From an optimization exercise on the open Yosys and OpenROAD flow, aimed at small area, a short achievable clock period and few clock cycles per item; shortcuts taken in it are not production practice.
Only simulation tests tie the RTL to the original design; equivalence was not proved.
No activity file was given, so power comes from the tool's default toggle rates.

==> flow/design.v <==
`timescale 1ns / 1ps
module qtwosComp(
    input [N-2:0] a,
    output [2*N-1:0] b
    );
	reg [2*N-1:0] data;
	reg [2*N-1:0] flip;
	reg [2*N-1:0] out;
	parameter Q = 15;
	parameter N = 32;
	assign b = out;
	always @*
	begin
		data <= a;		 
	end
	always @*
	begin
		flip <= ~a;
	end
	always @*
	begin
		out <= flip + 1;
	end
endmodule
`timescale 1ns / 1ps
module qmult(
    input [N-1:0] a,
    input [N-1:0] b,
    output [N-1:0] c
    );
	wire [2*N-1:0] a_ext;
	wire [2*N-1:0] b_ext;
	wire [2*N-1:0] r_ext;
	reg [2*N-1:0] a_mult;
	reg [2*N-1:0] b_mult;
	reg [2*N-1:0] result;
	reg [N-1:0] retVal;
	parameter Q = 8;
	parameter N = 20;
	qtwosComp #(Q,N) comp_a (a[N-2:0], a_ext);
	qtwosComp #(Q,N) comp_b (b[N-2:0], b_ext);
	qtwosComp #(Q,N) comp_r (result[N-2+Q:Q], r_ext);
	assign c = retVal;
	always @*
	begin
		if(a[N-1] == 1)
			a_mult <= a_ext;
		else
			a_mult <= a;
		if(b[N-1] == 1)
			b_mult <= b_ext;
		else
			b_mult <= b;		
	end 
	always @*
	begin
		result <= a_mult * b_mult;
	end
	always @*
	begin		
		if((a[N-1] == 1 && b[N-1] == 0) || (a[N-1] == 0 && b[N-1] == 1)) begin
			retVal[N-1] <= 1;
			retVal[N-2:0] <= r_ext[N-2:0];
		end
		else begin
			retVal[N-1] <= 0;
			retVal[N-2:0] <= result[N-2+Q:Q];
		end
	end
endmodule
`timescale 1ns / 1ps
module qadd(
    input [N-1:0] a,
    input [N-1:0] b,
    output reg [N-1:0] c
    );
	parameter Q = 15;
	parameter N = 28;
reg [N-1:0] res;
always @* begin
    if ( res[N-2:0] == 0 )
        c = 0;
    else
        c = res;
end
always @*
begin
	if(a[N-1] == 1 && b[N-1] == 1) begin
		res[N-1] = 1;
		res[N-2:0] = a[N-2:0] + b[N-2:0];
	end
	else if(a[N-1] == 0 && b[N-1] == 0) begin
		res[N-1] = 0;
		res[N-2:0] = a[N-2:0] + b[N-2:0];
	end
	else if(a[N-1] == 0 && b[N-1] == 1) begin
		if(a[N-2:0] > b[N-2:0]) begin
			res[N-1] = 0;
			res[N-2:0] = a[N-2:0] - b[N-2:0];
		end
		else begin
			res[N-1] = 1;
		    res[N-2:0] = b[N-2:0] - a[N-2:0];
        end
	end
	else begin
        if(a[N-2:0] > b[N-2:0]) begin
            res[N-1] = 1;
            res[N-2:0] = a[N-2:0] - b[N-2:0];
        end
        else begin
            res[N-1] = 0;
            res[N-2:0] = b[N-2:0] - a[N-2:0];
        end
    end
end
endmodule
`timescale 1ns / 1ps
module negar(
    in,
    neg_in
    );
input logic [N-1:0] in;
output logic [N-1:0] neg_in;
parameter Q = 15;
parameter N = 28;    
logic [N-1:0] aux;
always_comb begin
    if ( in[N-1] == 1) begin
        neg_in[N-1] = 0; 
        neg_in[N-2:0] = in[N-2:0];
    end
    else begin
        neg_in[N-1] = 1;
        neg_in[N-2:0] = in[N-2:0];
    end
end
endmodule
`timescale 1ns / 1ps
module qdiv(
	input [N-1:0] dividend,
	input [N-1:0] divisor,
	input rst,
	input start,
	input clk,
	output reg [N-1:0] quotient_out,
	output complete
	);
	parameter Q = 8;
	parameter N = 20;
	reg [N-1:0] quotient;
	reg [N-1:0] dividend_copy;
	reg [2*(N-1)-1:0] divider_copy;
	reg [5:0] bitn; 
	reg done;
	always @* begin
	   if (dividend[N-2:0] == 0 )
	       quotient_out = 0;
       else
           quotient_out = quotient;
	end
	assign complete = done;
	always @( posedge clk ) 
	begin
		if( rst )
			done <= 1'b1;
		else if( done && start ) begin
			done <= 1'b0;
			bitn <= N+Q-2;
			quotient <= 0;
			dividend_copy <= {1'b0,dividend[N-2:0]};
			divider_copy[2*(N-1)-1] <= 0;
			divider_copy[2*(N-1)-2:N-2] <= divisor[N-2:0];
			divider_copy[N-3:0] <= 0;
			if((dividend[N-1] == 1 && divisor[N-1] == 0) || (dividend[N-1] == 0 && divisor[N-1] == 1))
				quotient[N-1] <= 1;
			else
				quotient[N-1] <= 0;
		end 
		else if(!done) begin
			if(dividend_copy >= divider_copy) begin
				dividend_copy <= dividend_copy - divider_copy;
				quotient[bitn] <= 1'b1;
			end
			divider_copy <= divider_copy >> 1;
			if(bitn == 0)
				done <= 1'b1;
			bitn <= bitn - 1;	
		end
	end
endmodule
`timescale 1ns / 1ps
module bits2temp1(
    clk,
    rst,
    start,
    yk,
    done,
    yT
    );
input wire clk;
input wire rst;
input wire start;
input wire [11:0] yk;
output reg done;
output reg [N-1:0] yT;
parameter Q = 15;
parameter N = 28;
localparam V = 163840;   
localparam inv_res_V = 40662109;  
localparam gain = 9863168;  
localparam c = 32932;  
localparam b = 6619300;   
localparam betha = 8511169;  
localparam dos = 65536;  
localparam S_IDLE = 3'd0;
localparam S_D1S  = 3'd1;
localparam S_D1W  = 3'd2;
localparam S_D2S  = 3'd3;
localparam S_D2W  = 3'd4;
localparam S_D3S  = 3'd5;
localparam S_D3W  = 3'd6;
reg [2:0] state;
reg [N-1:0] bits;
reg [N-1:0] Vg;
reg [N-1:0] gain_Vg;
wire st1 = (state == S_D1S);
wire st2 = (state == S_D2S);
wire st3 = (state == S_D3S);
wire done1, done2, done3;
wire [N-1:0] q_Vg;
qdiv #(Q,N) div_Vg (bits, inv_res_V, rst, st1, clk, q_Vg, done1);
wire [N-1:0] q_gain_Vg;
qdiv #(Q,N) div1 (gain, Vg, rst, st2, clk, q_gain_Vg, done2);
wire [N-1:0] V_gain_Vg;
qmult #(Q,N) mult1 (V, gain_Vg, V_gain_Vg);
wire [N-1:0] neg_V_gain_Vg;
negar #(Q,N) neg2 (V_gain_Vg,neg_V_gain_Vg);
wire [N-1:0] den;
qadd #(Q,N) sum1 ( neg_V_gain_Vg, c, den);
wire [N-1:0] num;
negar #(Q,N) neg1 (b,num);
wire [N-1:0]  aux1;
qdiv #(Q,N) div2 (num, den, rst, st3, clk, aux1, done3);
wire [N-1:0] t_o;
qmult #(Q,N) mult2 (betha, aux1, t_o);
always @(posedge clk) begin
    done <= 1'b0;
    if (rst) begin
        state <= S_IDLE;
    end
    else begin
        case (state)
        S_IDLE: if (start) begin
                    bits <= {1'b0, (yk == 0) ? 12'd1 : yk, {Q{1'b0}}};
                    state <= S_D1S;
                end
        S_D1S:  state <= S_D1W;
        S_D1W:  if (done1) begin
                    Vg <= q_Vg;
                    state <= S_D2S;
                end
        S_D2S:  state <= S_D2W;
        S_D2W:  if (done2) begin
                    gain_Vg <= q_gain_Vg;
                    state <= S_D3S;
                end
        S_D3S:  state <= S_D3W;
        S_D3W:  if (done3) begin
                    yT <= t_o;
                    done <= 1'b1;
                    state <= S_IDLE;
                end
        default: state <= S_IDLE;
        endcase
    end
end
endmodule
`timescale 1ns / 1ps
module lowpass_filter(
    clk,
    rst,
    start,
    yT,
    yT_filt
    );
input logic clk;
input logic rst;
input logic start;
input logic [N-1:0] yT;
output logic [N-1:0] yT_filt;
parameter Q = 15; 
parameter N = 28;
localparam offset = 0;
localparam neg_a1 = 64567; 
localparam a2 = 31813;
localparam a3 = 0; 
localparam a4 = 0;
localparam a5 = 0; 
localparam b0 = 4;
localparam b1 = 7;
localparam b2 = 4;
localparam b3 = 0;
localparam b4 = 0;
localparam b5 = 0;
logic [N-1:0] a1; 
negar #(Q,N) neg0 (neg_a1,a1);
logic [N-1:0] y0; 
logic [N-1:0] y1; 
logic [N-1:0] y2; 
logic [N-1:0] y3;
logic [N-1:0] y4; 
logic [N-1:0] y5;
logic [N-1:0] u1;  
logic [N-1:0] u2;  
logic [N-1:0] u3;  
logic [N-1:0] u4;  
logic [N-1:0] u5; 
always_ff @(posedge clk) begin
    if (rst) begin
        y5 <= 0;
        y4 <= 0;
        y3 <= 0;
        y2 <= 0;
        y1 <= 0;
        y0 <= 0;
        u5 <= 0;
        u4 <= 0;
        u3 <= 0;
        u2 <= 0;
        u1 <= 0;
    end
    else if (start) begin
        y5 <= y4;
        y4 <= y3;
        y3 <= y2;
        y2 <= y1; 
        y1 <= y0;
        y0 <= yT;
        u5 <= u4; 
        u4 <= u3; 
        u3 <= u2;
        u2 <= u1;
        u1 <=  u0 + offset;
    end
end
logic [N-1:0] yb0; 
qmult #(Q,N) multb0 (b0, y0, yb0);
logic [N-1:0] yb1; 
qmult #(Q,N) multb1 (b1, y1, yb1);
logic [N-1:0] yb2; 
qmult #(Q,N) multb2 (b2, y2, yb2);
logic [N-1:0] yb3; 
qmult #(Q,N) multb3 (b3, y3, yb3);
logic [N-1:0] yb4; 
qmult #(Q,N) multb4 (b4, y4, yb4);
logic [N-1:0] yb5; 
qmult #(Q,N) multb5 (b5, y5, yb5);
logic [N-1:0] auxb0;  
qadd #(Q,N) sumb0 (yb0, yb1, auxb0);
logic [N-1:0] auxb1;  
qadd #(Q,N) sumb1 (yb2, yb3, auxb1);
logic [N-1:0] auxb2;  
qadd #(Q,N) sumb2 (yb4, yb5, auxb2);
logic [N-1:0] auxb3;  
qadd #(Q,N) sumb3 (auxb0, auxb1, auxb3);
logic [N-1:0] yb;  
qadd #(Q,N) sumb (auxb2, auxb3, yb);
logic [N-1:0] ua1; 
qmult #(Q,N) multa1 (a1, u1, ua1);
logic [N-1:0] ua2; 
qmult #(Q,N) multa2 (a2, u2, ua2);
logic [N-1:0] ua3; 
qmult #(Q,N) multa3 (a3, u3, ua3);
logic [N-1:0] ua4; 
qmult #(Q,N) multa4 (a4, u4, ua4);
logic [N-1:0] ua5; 
qmult #(Q,N) multa5 (a5, u5, ua5);
logic [N-1:0] auxa1;  
qadd #(Q,N) suma1 (ua1, ua2, auxa1);
logic [N-1:0] auxa2;  
qadd #(Q,N) suma2 (ua3, ua4, auxa2);
logic [N-1:0] auxa3;  
qadd #(Q,N) suma3 (auxa1, auxa2, auxa3);
logic [N-1:0] ua;  
qadd #(Q,N) suma (auxa3, ua5, ua);
logic [N-1:0] ya; 
negar #(Q,N) nega (ua,ya);
logic [N-1:0] u0;  
qadd #(Q,N) sum_ab (yb, ya, u0);
always_ff @(posedge clk) begin
    yT_filt <= u0; 
end
endmodule
`timescale 1ns / 1ps
module pt100_temp (
    input  wire        clk,
    input  wire        rst,
    input  wire        in_valid,
    output wire        in_ready,
    input  wire [11:0] yk,
    output wire        out_valid,
    output wire [27:0] temp,
    output wire [27:0] temp_filt,
    output wire        alarm
    );
localparam [26:0] C1 = 27'd40662109;     
localparam [26:0] HT = 27'd2457600;
localparam S_IDLE = 3'd0, S_D1A = 3'd1, S_D1 = 3'd2, S_D2 = 3'd3,
           S_T2 = 3'd4, S_D3 = 3'd5;
reg        rst_r;     
reg [2:0]  state;
reg [11:0] ybuf;      
reg        yv;
reg [27:0] P;         
reg [26:0] D;         
reg [27:0] Q;         
reg [5:0]  cnt;       
reg [15:0] KM;        
reg        dsign;     
assign in_ready = ~(yv | rst_r);
wire accept = in_valid & ~yv & ~rst_r;
wire [26:0] de1 = {D[26:15], D[14:0] & KM[15:1]};
wire [26:0] de2 = {D[26:15], D[14:0] & KM[14:0]};
reg nb1, nb2;
always @* begin
    nb1 = 1'b0; nb2 = 1'b0;
    if (state == S_D2) begin
        case (cnt)
        6'd31, 6'd33: nb1 = 1'b1;
        default: nb1 = 1'b0;
        endcase
        nb2 = (cnt == 6'd35);            
    end else if (state == S_D3) begin
        case (cnt)
        6'd21, 6'd23: nb1 = 1'b1;
        default: nb1 = 1'b0;
        endcase
        nb2 = (cnt == 6'd19);            
    end
end
wire [28:0] s1  = {1'b0, P} - {2'b0, de1};
wire        q1  = ~s1[28];
wire [29:0] X   = {1'b0, P, nb1};
wire [29:0] A2  = X - {3'b0, de2};
wire [29:0] B2  = X - {2'b0, de1, 1'b0} - {3'b0, de2};
wire        q2  = q1 ? ~B2[29] : ~A2[29];
wire [26:0] r2  = q1 ? (q2 ? B2[26:0] : {s1[25:0], nb1})
                     : (q2 ? A2[26:0] : X[26:0]);
wire [27:0] pn  = {r2, nb2};
wire        last = (cnt == 6'd1);
wire [1:0]  km_in = {cnt >= 6'd17, cnt >= 6'd19};
reg [5:0]  p0_2;
reg [27:0] pi_2;
always @* begin
    casez (Q[14:3])             
    12'b1???????????: begin p0_2 = 6'd23; pi_2 = 28'd38528; end
    12'b01??????????: begin p0_2 = 6'd23; pi_2 = 28'd38528; end
    12'b001?????????: begin p0_2 = 6'd25; pi_2 = 28'd9632;  end
    12'b0001????????: begin p0_2 = 6'd25; pi_2 = 28'd9632;  end
    12'b00001???????: begin p0_2 = 6'd27; pi_2 = 28'd2408;  end
    12'b000001??????: begin p0_2 = 6'd27; pi_2 = 28'd2408;  end
    12'b0000001?????: begin p0_2 = 6'd29; pi_2 = 28'd602;   end
    12'b00000001????: begin p0_2 = 6'd29; pi_2 = 28'd602;   end
    12'b000000001???: begin p0_2 = 6'd31; pi_2 = 28'd150;   end
    12'b0000000001??: begin p0_2 = 6'd31; pi_2 = 28'd150;   end
    12'b00000000001?: begin p0_2 = 6'd33; pi_2 = 28'd37;    end
    12'b000000000001: begin p0_2 = 6'd33; pi_2 = 28'd37;    end
    default:          begin p0_2 = 6'd35; pi_2 = 28'd9;     end
    endcase
end
wire        gs  = Q[27];
wire [26:0] m5  = Q[26:0] + {Q[24:0], 2'b00};
wire [27:0] e   = {1'b0, m5} + (gs ? 28'd32932 : 28'hfff7f5c);
wire        en  = ~gs & e[27];
wire [15:0] eneg = ~e[15:0] + 16'd1;
wire [26:0] dm  = en ? {11'd0, eneg} : e[26:0];
wire        ds  = ~gs & ~en & (e[26:0] != 27'd0);
reg [5:0]  p0_3;
reg [27:0] pi_3;
reg [15:0] km_3;
always @* begin
    km_3 = 16'hffff;
    casez (dm[26:10])
    17'b1????????????????: begin p0_3 = 6'd11; pi_3 = 28'd105908800; km_3 = 16'hffe0; end
    17'b01???????????????: begin p0_3 = 6'd13; pi_3 = 28'd26477200; km_3 = 16'hfff8; end
    17'b001??????????????: begin p0_3 = 6'd13; pi_3 = 28'd26477200; km_3 = 16'hfff8; end
    17'b0001?????????????: begin p0_3 = 6'd15; pi_3 = 28'd6619300; km_3 = 16'hfffe; end
    17'b00001????????????: begin p0_3 = 6'd15; pi_3 = 28'd6619300; km_3 = 16'hfffe; end
    17'b000001???????????: begin p0_3 = 6'd17; pi_3 = 28'd1654825; end
    17'b0000001??????????: begin p0_3 = 6'd17; pi_3 = 28'd1654825; end
    17'b00000001?????????: begin p0_3 = 6'd19; pi_3 = 28'd413706; end
    17'b000000001????????: begin p0_3 = 6'd19; pi_3 = 28'd413706; end
    17'b0000000001???????: begin p0_3 = 6'd21; pi_3 = 28'd103426; end
    17'b00000000001??????: begin p0_3 = 6'd21; pi_3 = 28'd103426; end
    17'b000000000001?????: begin p0_3 = 6'd23; pi_3 = 28'd25856; end
    17'b0000000000001????: begin p0_3 = 6'd23; pi_3 = 28'd25856; end
    17'b00000000000001???: begin p0_3 = 6'd25; pi_3 = 28'd6464; end
    17'b000000000000001??: begin p0_3 = 6'd25; pi_3 = 28'd6464; end
    17'b0000000000000001?: begin p0_3 = 6'd27; pi_3 = 28'd1616; end
    17'b00000000000000001: begin p0_3 = 6'd27; pi_3 = 28'd1616; end
    default:               begin p0_3 = 6'd29; pi_3 = 28'd404; end
    endcase
end
wire [11:0] y1  = (ybuf == 12'd0) ? 12'd1 : ybuf;
wire [12:0] yd  = {1'b0, y1} - 13'd2482;
wire        q16 = ~yd[12];
wire start = (state == S_IDLE) | ((state == S_D3) & last);
wire go    = start & (yv | accept);
wire tload = (state == S_D3) & last;
always @(posedge clk) begin
    rst_r <= rst;
    if (rst_r) begin
        state <= S_IDLE;
        yv    <= 1'b0;
    end else begin
        if (accept) begin
            ybuf <= yk;
            yv   <= 1'b1;
        end else if (state == S_D1A)
            yv   <= 1'b0;
        case (state)
        S_D1A: begin
            P     <= q16 ? {1'b0, yd[11:0], 15'd5958} : {1'b0, y1, 15'd0};
            D     <= C1;
            Q     <= {27'd0, q16};
            cnt   <= 6'd15;
            KM    <= 16'hfffe;
            state <= S_D1;
        end
        S_D1: begin
            Q   <= {Q[25:0], q1, q2};
            if (last) begin
                D     <= {10'd0, Q[14:0], q1, q2};
                P     <= pi_2;
                cnt   <= p0_2;
                KM    <= 16'hffff;
                Q     <= 28'd0;
                state <= S_D2;
            end else begin
                P   <= pn;
                cnt <= cnt - 6'd2;
                KM  <= {KM[13:0], km_in};
            end
        end
        S_D2: begin
            P   <= pn;
            Q   <= {Q[25:0], q1, q2};
            cnt <= cnt - 6'd2;
            KM  <= {KM[13:0], km_in};
            if (last) state <= S_T2;
        end
        S_T2: begin
            D     <= dm;
            dsign <= ds;
            P     <= pi_3;
            cnt   <= p0_3;
            KM    <= km_3;
            Q     <= 28'd0;
            state <= S_D3;
        end
        S_D3: begin
            P   <= pn;
            Q   <= {Q[25:0], q1, q2};
            cnt <= cnt - 6'd2;
            KM  <= {KM[13:0], km_in};
            if (last) state <= go ? S_D1A : S_IDLE;
        end
        default: if (go) state <= S_D1A;
        endcase
    end
end
reg [27:0] T;         
reg        alarm_r;
reg [27:0] TF;        
reg [27:0] U1;        
reg [27:0] UA;        
reg [16:0] Py;        
reg [14:0] v4p;       
reg [28:0] ACC;
reg        sticky;
reg [4:0]  upc;
reg        run;
reg        ovr;
assign temp      = T;
assign alarm     = alarm_r;
assign temp_filt = TF;
assign out_valid = ovr;
localparam SRC_T = 3'd0, SRC_PY = 3'd1, SRC_V4 = 3'd2, SRC_UA = 3'd3,
           SRC_ACC = 3'd4, SRC_U1 = 3'd5, SRC_TF = 3'd6;
reg [2:0] src;
reg [1:0] negm;
reg [1:0] ls;         
reg [2:0] rs;         
reg       useacc;
reg       wr;
always @* begin
    src = SRC_T; negm = 2'd0; ls = 2'd0; rs = 3'd0; useacc = 1'b1; wr = 1'b0;
    case (upc)
    5'd0:  begin src = SRC_T;   useacc = 1'b0; rs = 3'd5; end           
    5'd1:  begin src = SRC_T;   negm = 2'd1;   rs = 3'd1; end           
    5'd2:  begin src = SRC_T;   negm = 2'd1;   rs = 3'd4; end           
    5'd3:  begin src = SRC_T;   negm = 2'd1;   rs = 3'd1; end           
    5'd4:  begin src = SRC_T;   ls = 2'd2; end                           
    5'd5:  begin src = SRC_T;   ls = 2'd3; end                           
    5'd6:  begin src = SRC_T;   negm = 2'd2; useacc = 1'b0; rs = 3'd7; end  
    5'd7:  begin src = SRC_PY; end                                       
    5'd8:  begin src = SRC_UA;  negm = 2'd1; wr = 1'b1; end              
    5'd9:  begin src = SRC_ACC; negm = 2'd2; useacc = 1'b0; end          
    5'd10: begin src = SRC_T;   negm = 2'd3; useacc = 1'b0; rs = 3'd2; end  
    5'd11: begin src = SRC_T;   negm = 2'd2; rs = 3'd6; end              
    5'd12: begin src = SRC_V4; end
    5'd13: begin src = SRC_U1;  negm = 2'd2; useacc = 1'b0; rs = 3'd1; end  
    5'd14: begin src = SRC_U1;  negm = 2'd2; rs = 3'd3; end              
    5'd15: begin src = SRC_U1;  negm = 2'd2; rs = 3'd3; end              
    5'd16: begin src = SRC_U1;  negm = 2'd3; rs = 3'd4; end              
    5'd17: begin src = SRC_U1;  negm = 2'd2; wr = 1'b1; end
    5'd18: begin src = SRC_TF;  negm = 2'd2; useacc = 1'b0; rs = 3'd2; end  
    5'd19: begin src = SRC_TF;  negm = 2'd2; rs = 3'd2; end              
    5'd20: begin src = SRC_TF;  negm = 2'd3; rs = 3'd3; end              
    5'd21: begin src = SRC_TF;  negm = 2'd2; rs = 3'd4; end              
    5'd22: begin src = SRC_TF;  negm = 2'd3; ls = 2'd1; wr = 1'b1; end   
    5'd23: begin src = SRC_UA;  wr = 1'b1; end                           
    default: ;
    endcase
end
reg [28:0] sv;        
reg        ssg;       
always @* begin
    case (src)
    SRC_T:   begin sv = {2'b00, T[26:0]};  ssg = T[27];  end
    SRC_PY:  begin sv = {{12{Py[16]}}, Py}; ssg = 1'b0;  end
    SRC_V4:  begin sv = {{14{v4p[14]}}, v4p}; ssg = 1'b0; end
    SRC_UA:  begin sv = {UA[27], UA};       ssg = 1'b0;  end
    SRC_ACC: begin sv = ACC;                ssg = ACC[28]; end
    SRC_U1:  begin sv = {2'b00, U1[26:0]}; ssg = U1[27]; end
    default: begin sv = {2'b00, TF[26:0]}; ssg = TF[27]; end
    endcase
end
reg [28:0] sh;
always @* begin
    case (ls)
    2'd0: sh = sv;
    2'd1: sh = {sv[27:0], 1'b0};
    2'd2: sh = {sv[26:0], 2'b00};
    default: sh = {sv[20:0], 8'd0};
    endcase
end
wire neg = (negm == 2'd1) | ((negm == 2'd2) & ssg) | ((negm == 2'd3) & ~ssg);
wire cin = neg | ((upc == 5'd4) & T[27] & sticky);
wire [28:0] base = useacc ? ACC : 29'd0;
wire [28:0] sum  = base + (sh ^ {29{neg}}) + {28'd0, cin};
reg [28:0] shr;
reg        lost;
always @* begin
    case (rs)
    3'd0: begin shr = sum;                         lost = 1'b0; end
    3'd1: begin shr = {{2{sum[28]}}, sum[28:2]};   lost = |sum[1:0]; end
    3'd2: begin shr = {{3{sum[28]}}, sum[28:3]};   lost = 1'b0; end
    3'd3: begin shr = {{4{sum[28]}}, sum[28:4]};   lost = 1'b0; end
    3'd4: begin shr = {{5{sum[28]}}, sum[28:5]};   lost = |sum[4:0]; end
    3'd5: begin shr = {{6{sum[28]}}, sum[28:6]};   lost = |sum[5:0]; end
    3'd6: begin shr = {{12{sum[28]}}, sum[28:12]}; lost = 1'b0; end
    default: begin shr = {{13{sum[28]}}, sum[28:13]}; lost = 1'b0; end
    endcase
end
reg [28:0] res;
always @* begin
    res = shr;
    if (wr) begin
        if (shr[28:27] == 2'b01)      res[27] = 1'b0;
        else if (shr[28:27] == 2'b10) res[27] = 1'b1;
        else if (shr[28:27] == 2'b11 && shr[26:0] == 27'd0) res = 29'd0;
    end
end
always @(posedge clk) begin
    if (rst_r) begin
        run <= 1'b0; upc <= 5'd0; ovr <= 1'b0;
        TF <= 28'd0; U1 <= 28'd0; UA <= 28'd0; Py <= 17'd0; v4p <= 15'd0;
    end else begin
        ovr <= 1'b0;
        if (tload) begin
            T   <= {~dsign | Q[25], Q[24:0], q1, q2};
            run <= 1'b1;
            upc <= 5'd0;
        end else if (run) begin
            ACC <= res;
            upc <= upc + 5'd1;
            if (upc == 5'd23) run <= 1'b0;
            case (upc)
            5'd0: sticky <= lost;
            5'd1, 5'd2, 5'd3: sticky <= sticky | lost;
            5'd5: begin
                T[26:0] <= res[26:0];
                alarm_r <= T[27] | (res[26:0] > HT);
            end
            5'd7: Py <= ACC[16:0];
            5'd9: begin
                TF  <= {ACC[28], res[26:0]};
                U1  <= TF;
                ovr <= ~rst;
            end
            5'd12: begin Py <= res[16:0]; v4p <= Py[14:0]; end
            5'd17, 5'd23: UA <= res[27:0];
            default: ;
            endcase
        end
    end
end
endmodule
==> flow/run.sh <==
#!/bin/bash
# synth_recipe.tcl (not shown) runs the flow's synth.tcl, then flattens the netlist and writes it again
# the make line also repeats each setting of config.mk as NAME=value (left out here)
make -C /OpenROAD-flow-scripts/flow DESIGN_CONFIG=/design/flow/config.mk WORK_HOME=/design/flow/orfs CLKGATE_MAP_FILE= SYNTH_SCRIPT=/design/flow/synth_recipe.tcl finish
==> flow/config.mk <==
export PLATFORM = sky130hd
export DESIGN_NAME = pt100_temp
export DESIGN_NICKNAME = pt100_temp
export VERILOG_FILES = /design/flow/design.v
export SDC_FILE = /design/flow/constraint.sdc
export NUM_CORES = 4
export LEC_CHECK = 0
export CAP_MARGIN = 20
export CORE_MARGIN = 2
export CORE_UTILIZATION = 40
export PLACE_DENSITY = 0.6
export SLEW_MARGIN = 20
==> flow/constraint.sdc <==
create_clock -name core_clock -period 24.0 [get_ports {clk}]
set_input_delay 4.8000 -clock core_clock [delete_from_list [all_inputs] [get_ports {clk}]]
set_output_delay 4.8000 -clock core_clock [all_outputs]
set_load 0.01 [all_outputs]
==> results of run 1 <==
==> cells in the final DEF, fill, tap and decap left out, drive strengths merged, types with 19 or more instances in the layout <==
cell type and n:
buf 48, nor4 21, o21ai 234, a31oi 33, nand3 75, edfxtp 177, nor2 339, a211o 23
dfxtp 140, a211oi 65, or3 30, nand2 483, mux2i 53, and2 80, o21a 36, or2 19
nand2b 38, o211ai 33, o22ai 45, a22oi 26, xnor2 102, ha 176, clkdlybuf4s50 73, and3 27
nor2b 28, a21oi 312, xor2 78, nor3 81, inv 116, fa 32, clkbuf 56, a21o 67
o221ai 21
==> worst max-delay path, cell delays in order, from the launching register on <==
cell	delay [ns]
sky130_fd_sc_hd__dfxtp_2	0.32
sky130_fd_sc_hd__buf_4	0.52
sky130_fd_sc_hd__inv_1	0.44
sky130_fd_sc_hd__nor2_1	0.76
sky130_fd_sc_hd__a221oi_1	0.17
sky130_fd_sc_hd__a21oi_1	0.24
sky130_fd_sc_hd__nor2_1	0.10
sky130_fd_sc_hd__o21ai_0	0.22
sky130_fd_sc_hd__o31ai_1	0.12
sky130_fd_sc_hd__xor2_1	0.27
sky130_fd_sc_hd__ha_1	0.45
sky130_fd_sc_hd__a21oi_1	0.37
sky130_fd_sc_hd__o211a_1	0.21
sky130_fd_sc_hd__o21ai_1	0.21
sky130_fd_sc_hd__or3_1	0.46
sky130_fd_sc_hd__o211a_1	0.27
sky130_fd_sc_hd__or2_1	0.26
sky130_fd_sc_hd__xnor2_1	0.24
sky130_fd_sc_hd__a221oi_1	0.41
sky130_fd_sc_hd__o21ai_0	0.19
sky130_fd_sc_hd__nor3_1	0.83
sky130_fd_sc_hd__nor2_1	0.11
sky130_fd_sc_hd__o41ai_1	0.10
sky130_fd_sc_hd__o21ai_1	0.09
==> metrics by stage <==
stage               hold WS, ns  utilization (%)  worst slack, ns  instances
finish                    0.454             44.7            16.39       4341
global route              0.476             44.7            15.94       4341
CTS                       0.456             44.6            16.54       4340
detailed placement        0.447             42.7            16.60       4266
global placement          0.438             42.7            16.65       4266
floorplan                 0.433                -            16.06       3441
==> layer usage <==
metal  up-vias  wire length, um  GRT usage (%)
met5         -                0              0
met4         0             2520           7.12
met3       154             9940           4.45
met2      1377            41100           39.1
met1     12900            47400           43.0
li1      12600                -              -
==> registers in the layout (all words and copies together) (netlist names), 27 cells and up <==
register / count
ACC: 29
Q: 28
T: 28
UA: 28
U1: 28
D: 27
TF: 28
P: 28
==> where the power goes <==
| group | switching (uW) | internal [uW] |
|---|---|---|
| Clock | 258 | 357 |
| Sequential | 23.9 | 596 |
| Combinational | 435 | 277 |
==> final timing paths <==
| check | to | depth (start not counted) | slack (ns) |
|---|---|---|---|
| worst min register to register | U1[0] | 2 | 0.45 |
| worst min-delay path | U1[0] | 2 | 0.45 |
| worst max register to register | alarm_r | 23 | 16.39 |
| worst max-delay path | alarm_r | 23 | 16.39 |
==> cell families (layout without fill, tap and decap cells) <==
family,after synthesis,in the layout,synth area share [%]
adder cells (fa/ha/maj),208,208,10.3
AO/OA/AOI/OAI,1080,1080,25.6
AND/OR/NAND/NOR,1283,1283,21.3
XOR/XNOR,180,180,5.70
flip-flops,317,317,29.4
buffers and inverters,290,308,4.05
multiplexers,83,83,3.68
==> area by class of cell <==
cell class	instances	share of cell area (%)
Timing Repair Buffer	121	3.61
Multi-Input combinational cell	2834	60.5
Inverter	113	1.39
Tap cell	882	3.61
Clock buffer	56	3.60
Clock inverter	18	0.675
Sequential cell	317	26.6
==> impl_metrics.sql, run 1 <==
INSERT INTO impl_metrics (metric_group, metric, value, unit) VALUES
('status', 'outcome', 'finished clean', ''),
('route', 'detail_route.vias_per_cell', '6.23', ''),
('floorplanning', 'core', '68500', 'um2'),
('synth', 'yosys-top-cells-count', 'sky130_fd_sc_hd__nand2_1 (483), sky130_fd_sc_hd__nor2_1 (337), sky130_fd_sc_hd__a21oi_1 (309), sky130_fd_sc_hd__o21ai_0 (221), sky130_fd_sc_hd__edfxtp_1 (177)', ''),
('floorplanning', 'placementRows', '96', ''),
('floorplanning', 'die_area', '71300', 'um2'),
('cts', 'root_buffer', 'sky130_fd_sc_hd__clkbuf_16', ''),
('synth', 'synthDistinctLibCells', '108', ''),
('cts', 'cts_buffers', '40', ''),
('critical_path', 'cp_max_fo', '61', ''),
('synth', 'yosysTopAreaCellShare', '19.2', '%'),
('synth', 'postSynthRegisterBits', '317', ''),
('cts', 'clkSlewWorstSetupHoldPaths', '0.06', 'ns'),
('run', 'cap_viol_max_count', '0', ''),
('route', 'routedWlPerCell', '23.3', 'um'),
('global_routing', 'grt-ovfl-total', '0', ''),
('layout', 'insertedDiodeCount', '0', ''),
('worst_hold_path', 'worstHoldStart', 'U1[0]', ''),
('global_routing', 'grt_first_pass_wirelength', '152000', 'um'),
('floorplanning', 'design.portCount', '74', ''),
('synth', 'post_synth_top_flop', 'sky130_fd_sc_hd__edfxtp_1', ''),
('sta', 'achievable-frequency', '0.131', 'GHz'),
('sta', 'final_total_negative_setup_slack', '0', 'ns'),
('route', 'drt-initial-drc-count', '3404', ''),
('synth', 'synth_area_per_cell', '8.04', 'um2'),
('synth', 'synth.yosys.warnings', '1', ''),
('critical_path', 'crit_path_start', 'src[1]', ''),
('sta', 'hold_violations', '0', ''),
('sta', 'final.period_utilization', '31.7', '%'),
('route', 'detailroute.via_count', '27000', ''),
('cts', 'post_cts_buffers', '0', ''),
('sta', 'timing.slew.headroom', '29.2', '%'),
('sta', 'layout_min_cycle_time', '7.61', 'ns'),
('power_and_ir_drop', 'power.leakage', '0.0115', 'uW'),
('layout', 'num-nets-final', '3650', ''),
('route', 'postRouteWirelength', '101000', 'um'),
('power_and_ir_drop', 'cellPowerDensity', '63.7', 'nW/um2'),
('sta', 'finalSetupViolations', '0', ''),
('sta', 'finalMaxSlewViolations', '0', ''),
('critical_path', 'worstSetupStartpointType', 'register', ''),
('cts', 'max-clock-path-buffers', '3', ''),
('route', 'final_antenna_net_count', '0', ''),
('synth', 'asyncSetResetFlopFracSynth', '0', '%'),
('place', 'dp.final_hpwl', '76000', 'um'),
('place', 'io_buffer_count', '73', ''),
('floorplanning', 'floorplan.die.width', '267', 'um'),
('sta', 'worst_pin_slew', '1.06', 'ns'),
('cts', 'holdBufCountCts', '0', ''),
('cts', 'postCtsResizedCells', '0', ''),
('power_and_ir_drop', 'total_power', '1950', 'uW'),
('critical_path', 'cp_data_arrival_time', '7.94', 'ns'),
('place', 'placed_area', '29200', 'um2'),
('critical_path', 'timing_worst_setup_path_type', 'reg2reg', ''),
('synth', 'post_synth_inst_count', '3441', ''),
('critical_path', 'critical_register_to_register_path_startpoint', 'src[1]', ''),
('synth', 'synth-seq-area-share', '29.4', '%'),
('synth', 'post_synth_main_area_contributors', 'sky130_fd_sc_hd__edfxtp_1 (19%), sky130_fd_sc_hd__dfxtp_1 (10%), sky130_fd_sc_hd__ha_1 (8.0%)', ''),
('global_routing', 'first_global_vias', '24300', ''),
('power_and_ir_drop', 'peakVddDrop', '0.0550', 'mV'),
('synth', 'synth_edf_count', '177', ''),
('sta', 'rsz0062_at_grt', 'no', ''),
('synth', 'post_synth_instance_area', '27700', 'um2'),
('layout', 'multi_input_comb_area', '18500', 'um2'),
('global_routing', 'grt_max_degree', '88', ''),
('global_routing', 'number_of_antenna_violations_at_the_first_check_in_global_routing', '1', ''),
('floorplanning', 'start_util', '40.4', '%'),
('worst_hold_path', 'hp-class', 'reg2reg', ''),
('layout', 'drive_gt1_share', '6.13', '%'),
('synth', 'mappedNetlistNets', '3664', ''),
('layout', 'finished_cell_area', '30600', 'um2'),
('place', 'global_placement_routability_congestion', '0.990', '');
Testbench counts, summed over its fixed seeds: cycles 28,206, samples 960.
==> run 2: changes to the inputs <==
--- a/flow/config.mk
+++ b/flow/config.mk
@@ -7,6 +7,7 @@
 export LEC_CHECK = 0
+export ABC_AREA = 1
 export CAP_MARGIN = 20
 export CORE_MARGIN = 2
-export CORE_UTILIZATION = 40
-export PLACE_DENSITY = 0.6
+export CORE_UTILIZATION = 60
+export PLACE_DENSITY = 0.75
 export SLEW_MARGIN = 20
==> impl_metrics.sql, run 2 <==
INSERT INTO impl_metrics (metric_group, metric, value, unit) VALUES
('sta', 'rsz0062_at_grt', 'no', ''),
('sta', 'layout_min_cycle_time', '7.21', 'ns'),
('run', 'cap_viol_max_count', '0', ''),
('critical_path', 'timing_worst_setup_path_type', 'reg2reg', ''),
('place', 'io_buffer_count', '73', ''),
('sta', 'timing.slew.headroom', '23.0', '%'),
('route', 'final_antenna_net_count', '0', ''),
('sta', 'final_total_negative_setup_slack', '0', 'ns'),
('cts', 'cts_tree', 'done', ''),
('floorplanning', 'start_util', '60.5', '%'),
('floorplanning', 'core', '46400', 'um2'),
('synth', 'mappedNetlistNets', '4389', ''),
('sta', 'hold-worst-slack', '0.454', 'ns'),
('synth', 'synth.largest_area_cell', 'sky130_fd_sc_hd__edfxtp_1', ''),
('power_and_ir_drop', 'comb_power_share', '69.1', '%'),
('route', 'detailed_route_wirelength_on_metal2', '47000', 'um'),
('layout', 'drive_gt1_share', '3.83', '%'),
('cts', 'htreeDepth', '2', ''),
('cts', 'root_buffer', 'sky130_fd_sc_hd__clkbuf_16', ''),
('route', 'drcViolationCount', '0', ''),
('synth', 'synth.most_common_cell', 'sky130_fd_sc_hd__nand2_1', ''),
('critical_path', 'timing.critical_path.to_type', 'register', ''),
('layout', 'num-fill-cells', '4310', ''),
('layout', 'final_common_cell', 'sky130_fd_sc_hd__nand2_1', ''),
('route', 'detail_route.vias_per_cell', '6.28', ''),
('worst_hold_path', 'min_delay_worst_endpoint', 'v4p[12]', ''),
('power_and_ir_drop', 'power_report.internal_total', '1990', 'uW'),
('status', 'outcome', 'finished clean', ''),
('worst_hold_path', 'worstHoldStart', 'v4p[12]', ''),
('worst_hold_path', 'hp-class', 'reg2reg', ''),
('power_and_ir_drop', 'peakVddDrop', '0.197', 'mV'),
('synth', 'yosysTopAreaCellShare', '18.9', '%'),
('sta', 'worst_pin_slew', '1.14', 'ns'),
('route', 'detail_route.wirelength.met1', '41200', 'um'),
('critical_path', 'cp_slowest_cell', 'sky130_fd_sc_hd__o21ai_0', ''),
('floorplanning', 'placementRows', '79', ''),
('sta', 'achievable-frequency', '0.139', 'GHz'),
('place', 'dp.final_hpwl', '83000', 'um'),
('worst_hold_path', 'holdPathStages', '2', ''),
('cts', 'max-clock-path-buffers', '3', ''),
('route', 'detailroute.via_count', '30200', ''),
('cts', 'holdBufCountCts', '0', ''),
('global_routing', 'track_usage', '43.9', '%'),
('cts', 'worstSkewPairLatency', '0.60', 'ns'),
('floorplanning', 'design.portCount', '74', ''),
('critical_path', 'worst_r2r_path_cells', '29', ''),
('global_routing', 'grt_first_pass_wirelength', '162000', 'um'),
('synth', 'synth.yosys.warnings', '1', ''),
('synth', 'synth-seq-area-share', '28.9', '%'),
('route', 'detail_route.first_pass.iterations', '6', ''),
('layout', 'num-nets-final', '4402', ''),
('power_and_ir_drop', 'swShare', '55.4', '%'),
('critical_path', 'cp_max_fo', '28', ''),
('critical_path', 'critical_path.reg2reg.endpoint', 'P[9]', ''),
('critical_path', 'cp_data_arrival_time', '7.47', 'ns'),
('route', 'top_layer_used', 'met5', ''),
('route', 'drt-initial-drc-count', '4151', ''),
('power_and_ir_drop', 'cellPowerDensity', '146', 'nW/um2'),
('critical_path', 'worst_path_largest_cell_delay', '0.89', 'ns'),
('cts', 'postCtsResizedCells', '0', ''),
('global_routing', 'first_global_vias', '27300', ''),
('critical_path', 'cp.buffers_inverters', '1', ''),
('cts', 'clkSlewWorstSetupHoldPaths', '0.06', 'ns'),
('synth', 'post_synth_instance_area', '28000', 'um2'),
('place', 'global_placement_routability_congestion', '1.05', ''),
('power_and_ir_drop', 'part_of_the_total_power_dissipated_in_the_clock_network', '13.6', '%'),
('layout', 'most_frequent_cells_in_the_layout', 'sky130_fd_sc_hd__nand2_1 (1012), sky130_fd_sc_hd__inv_1 (587), sky130_fd_sc_hd__a21oi_1 (356)', ''),
('sta', 'finalSetupViolations', '0', ''),
('synth', 'postSynthRegisterBits', '317', ''),
('critical_path', 'worstSetupStartpointType', 'register', ''),
('route', 'postRouteWirelength', '108000', 'um'),
('synth', 'synth_edf_count', '177', ''),
('synth', 'synth_area_per_cell', '6.73', 'um2'),
('synth', 'asyncSetResetFlopFracSynth', '0', '%'),
('sta', 'finalMaxSlewViolations', '0', ''),
('global_routing', 'grt_max_degree', '84', ''),
('critical_path', 'critical_register_to_register_path_startpoint', 'Q[8]', ''),
('critical_path', 'timing.reg2reg.setup_slack', '16.79', 'ns'),
('synth', 'post_synth_top_flop', 'sky130_fd_sc_hd__edfxtp_1', ''),
('cts', 'post_cts_buffers', '0', ''),
('layout', 'regMostFlops', 'ACC', ''),
('sta', 'final.period_utilization', '30.1', '%'),
('synth', 'synthDistinctLibCells', '62', ''),
('power_and_ir_drop', 'pwr-share-seq', '17.3', '%'),
('global_routing', 'grt-ovfl-total', '0', ''),
('route', 'met3WireLength', '12000', 'um'),
('layout', 'area_growth', '8.88', '%'),
('floorplanning', 'die_area', '48500', 'um2'),
('sta', 'hold_violations', '0', ''),
('synth', 'post_synth_main_area_contributors', 'sky130_fd_sc_hd__edfxtp_1 (19%), sky130_fd_sc_hd__nand2_1 (14%), sky130_fd_sc_hd__dfxtp_1 (10%)', ''),
('floorplanning', 'floorplan.die.width', '220', 'um'),
('cts', 'cts_buffers', '39', ''),
('layout', 'flip_flop_count_of_the_largest_register_after_layout', '29', ''),
('route', 'routedWlPerCell', '22.4', 'um'),
('critical_path', 'crit_family', 'compound AO/OA/AOI/OAI gates', ''),
('global_routing', 'number_of_antenna_violations_at_the_first_check_in_global_routing', '3', ''),
('cts', 'cts.sinks', '317', ''),
('critical_path', 'worst_ep_required_time', '24.26', 'ns'),
('power_and_ir_drop', 'switchingPower', '2470', 'uW'),
('power_and_ir_drop', 'power.leakage', '0.0140', 'uW'),
('synth', 'yosys-top-cells-count', 'sky130_fd_sc_hd__nand2_1 (1013), sky130_fd_sc_hd__inv_1 (589), sky130_fd_sc_hd__a21oi_1 (356), sky130_fd_sc_hd__o21ai_0 (335), sky130_fd_sc_hd__nor2_1 (317)', ''),
('layout', 'finalCoreUtilization', '65.9', '%'),
('sta', 'finalClockSkew', '0.0293', 'ns'),
('synth', 'post_synth_inst_count', '4166', ''),
('floorplanning', 'die_height', '220', 'um');
[run 2: cell types whose count changed in the layout (fill, tap and decap cells not counted), sizes merged, moves of 38 or more]
cell / delta
a21o: -58
nand2: +544
nand2b: -38
nand4: +69
a21oi: +46
nand3: +221
and2: -72
xnor2: -63
a211oi: -56
inv: +489
o21ai: +117
mux2i: -52
[run 2: tightest hold or removal path, stage by stage (launching register included)]
cell,delay [ns]
sky130_fd_sc_hd__dfxtp_1,0.30
sky130_fd_sc_hd__inv_1,0.05
sky130_fd_sc_hd__a21oi_1,0.06
[run 2: cells by family (layout without fill, tap and decap cells)]
logic type | count (synthesis) | in the layout | synth area share [%]
AND/OR/NAND/NOR | 1837 | 1837 | 28.0
other | 0 | 2 | 0
AO/OA/AOI/OAI | 933 | 933 | 18.7
buffers and inverters | 737 | 780 | 9.97
XOR/XNOR | 133 | 133 | 4.15
adder cells (fa/ha/maj) | 208 | 208 | 10.1
multiplexers | 1 | 1 | 0.0357
flip-flops | 317 | 317 | 28.9
[run 2: per-stage QoR]
step	power (uW)	worst slack [ns]	instances	instance area, um2
final	4460	16.79	4818	30500
after global routing	4760	16.48	4816	30500
after CTS	4340	16.90	4816	30500
after detailed placement	3720	17.19	4745	29300
after global placement	3700	17.25	4745	29300
after floorplan	2900	18.13	4166	28000
[run 2: power by group through the flow]
stage | Combinational [uW] | Sequential [uW] | Clock, uW
3_5_place_dp | 2940 | 779 | 0
4_1_cts | 2970 | 770 | 600
3_3_place_gp | 2920 | 781 | 0
6_report | 3080 | 773 | 604
2_1_floorplan | 2160 | 738 | 0
5_1_grt | 3360 | 780 | 618
[run 2: layer usage]
layer | vias up | GRT usage, %
met5 | - | 0
met4 | 4 | 26.8
met3 | 394 | 8.85
met2 | 1997 | 68.4
met1 | 13900 | 56.2
li1 | 14000 | -
[run 2: worst max path at each step]
stage | startpoint | to | slack, ns | cells past startpoint
2_1_floorplan | in_valid | state[2] | 18.13 | 8
3_3_place_gp | src[2] | ACC[27] | 17.25 | 28
3_5_place_dp | src[2] | ACC[27] | 17.19 | 28
4_1_cts | rst_r | in_ready | 16.90 | 3
5_1_grt | Q[0] | P[9] | 16.48 | 32
6_report | Q[8] | P[9] | 16.79 | 29
[run 2: layout make-up]
class,instances,area [um2],share of cell area (%)
antenna,2,5.00,0.0164
clock buffer,52,1030,3.39
tap,607,759,2.49
multi-input combinational,3112,17200,56.2
inverter,608,2280,7.47
timing repair buffer,101,941,3.08
sequential,317,8120,26.6
clock inverter,19,226,0.742

==> static timing again, ports no longer ideal <==
The results above use ideal ports. As a check the final layouts listed here were re-extracted and re-timed, cells and wires unchanged.
Step 1 assumes that a clkbuf_16 drives the clock port and a buf_2 every other input.
Step 2 also shifts input and output timing later by t, the mid clock arrival at the registers, as if the neighbouring blocks saw the same clock.
Three values: no drivers, after step 1, after step 2; two values: the first two.
run	t (ns)	setup slack, ns	hold WS [ns]	worst register clock-pin slew, ns	worst slew at a driven data input, ns
run 1	0.627	16.389 / 16.389 / 16.389	0.454 / 0.454 / 0.454	0.07 / 0.07	0.03
run 2	0.641	16.786 / 16.784 / 16.786	0.454 / 0.454 / 0.454	0.07 / 0.07	0.04
After both steps setup and hold are still met in every run listed.
